Source: an optimization exercise on an open RTL-to-GDS flow (aim: small area). Production flows keep margins and buffers that such runs may drop.
Power figures rest on the tool's default switching activity, not on a simulated workload.

==> 12-03: inputs <==
==> flow/design.v (excerpt) <==
module fpga_top (
output tx_R19,
output tx_T11,
output tx_T10,
output tx_T12,
output tx_U12,
output tx_U13,
output tx_V13,
output tx_V12,
output tx_W13,
output tx_T14,
output tx_T15,
output tx_P14,
output tx_R14,
output tx_Y16,
output tx_Y17,
output tx_W14,
output tx_Y14,
output tx_T16,
output tx_U17,
output tx_V15,
output tx_W15,
output tx_U14,
output tx_U15,
output tx_U18,
output tx_U19,
output tx_P19,
output tx_N20,
output tx_P20,
output tx_T20,
output tx_U20,
output tx_V20,
output tx_W20,
output tx_Y18,
output tx_Y19,
output tx_V16,
output tx_W16,
output tx_R16,
output tx_R17,
output tx_T17,
output tx_R18,
output tx_V17,
output tx_V18,
output tx_W18,
output tx_W19,
output tx_N17,
output tx_P18,
output tx_P15,
output tx_P16,
output tx_T19,
output tx_G14,
output tx_C20,
output tx_B20,
output tx_B19,
output tx_A20,
output tx_E17,
output tx_D18,
output tx_D19,
output tx_D20,
output tx_E18,
output tx_E19,
output tx_F16,
output tx_F17,
output tx_M19,
  ...
==> flow/config.mk <==
export PLATFORM = sky130hd
export DESIGN_NAME = fpga_top
export DESIGN_NICKNAME = fpga_top
export VERILOG_FILES = /design/flow/design.v
export SDC_FILE = /design/flow/constraint.sdc
export NUM_CORES = 4
export LEC_CHECK = 0
export ABC_AREA = 1
export CAP_MARGIN = 20
export CORE_MARGIN = 2
export CORE_UTILIZATION = 40
export SLEW_MARGIN = 20
==> flow/constraint.sdc <==
create_clock -name core_clock -period 6.0 [get_ports {clk}]
set_input_delay 1.2000 -clock core_clock [delete_from_list [all_inputs] [get_ports {clk}]]
set_output_delay 1.2000 -clock core_clock [all_outputs]
set_load 0.01 [all_outputs]
run.sh (not shown) runs the stock make flow with config.mk's settings and CLKGATE_MAP_FILE= SYNTH_SCRIPT=/design/flow/synth_recipe.tcl, a recipe that flattens the netlist after the stock synthesis.
==> inputs of 08-25, as changes to 12-03 <==
==> flow/flow/run.sh (new file) <==
#!/bin/bash
# Standard ORFS layout with smaller port buffers and a clock tree of small
# buffers without dummy loads. All tool output goes to flow.log (and ORFS's
# own per-step logs under orfs/logs).
set -o pipefail
bash standard.sh \
  ABC_AREA=1 \
  BUFFER_PORTS_ARGS="-buffer_cell sky130_fd_sc_hd__buf_1" \
  CTS_ARGS="-sink_clustering_enable -repair_clock_nets -dont_use_dummy_load -buf_list {sky130_fd_sc_hd__clkbuf_2 sky130_fd_sc_hd__clkbuf_4 sky130_fd_sc_hd__clkbuf_8}" \
  finish > flow.log 2>&1
==> flow/standard.sh (new file) <==
#!/bin/bash
# synth_recipe.tcl (not shown) runs the flow's synth.tcl, then flattens the netlist and writes it again
# the make line also repeats each setting of config.mk as NAME=value (left out here)
make -C /OpenROAD-flow-scripts/flow DESIGN_CONFIG=/design/flow/config.mk WORK_HOME=/design/flow/orfs CLKGATE_MAP_FILE= SYNTH_SCRIPT=/design/flow/synth_recipe.tcl "${@:-finish}"
Settings changed: ABC_AREA 1 to default.
removed: flow/run.sh
==> comparison table <==
| metric | 08-25 | 12-03 |
|---|---|---|
| Leak Pwr | 4.25 nW | 4.71 nW |
| Count of nets after finishing | 1,145 | 1,131 |
| Layout clock buffers | 38 | 35 |
| Number of vias per cell | 5.17 | 5.13 |
| Crit share post-route | 69.2% | 69.8% |
| Remaining max-slew budget at the tightest pin | 32.1% | 28.0% |
| Global Route met3 Usage | 3.92% | 3.25% |
| Root buffer cell | sky130_fd_sc_hd__clkbuf_8 | sky130_fd_sc_hd__clkbuf_16 |
| Switching Fraction | 19.9% | 19.8% |
| Total global routing track utilization | 18.8% | 18.8% |
| Estimated wirelength of the detail-placed design | 15,100 um | 15,200 um |
| DRT met1 WL | 11,300 um | 11,700 um |
| Status | timing/DRC/antenna clean | timing/DRC/antenna clean |
| Flop2flop setup slack | 1850 ps | 1810 ps |
| Pre-CTS setup slack | 1940 ps | 1840 ps |
| Clock net power | 1.08 mW | 1.51 mW |
| Share of total power in the clock network | 40.9% | 49.2% |
Function was not checked in any run of this note: the RTL went through the layout flow alone.

separate check: timing with driven ports:
Ports are ideal in the flow. The routed layouts listed here were re-timed in OpenROAD.
Step 1 sets driving cells, clkbuf_16 on the clock port and buf_2 on the other inputs (assumed; they add their load-dependent delay and slew).
Step 2 adds t to the input delays and takes it off the output delays; t is the mean of the earliest and latest rising clock arrival at the registers after step 1. Input paths then give back, and output paths get back, about the clock's delay inside the block.
Slacks: no drivers / after step 1 / after step 2; pairs: no drivers / after step 1.
| run | t (ns) | setup WS [ns] | worst hold slack (ns) | slew at the worst register clock pin (ns) | pins driven straight from the clock port |
|---|---|---|---|---|---|
| 12-03 | 0.540 | 1.814 / 1.814 / 1.814 | 0.351 / 0.351 / 0.351 | 0.07 / 0.07 | 1 |
| 08-25 | 0.532 | 1.845 / 1.845 / 1.845 | 0.308 / 0.308 / 0.308 | 0.06 / 0.06 | 1 |
After both steps setup and hold are still met in every run listed.
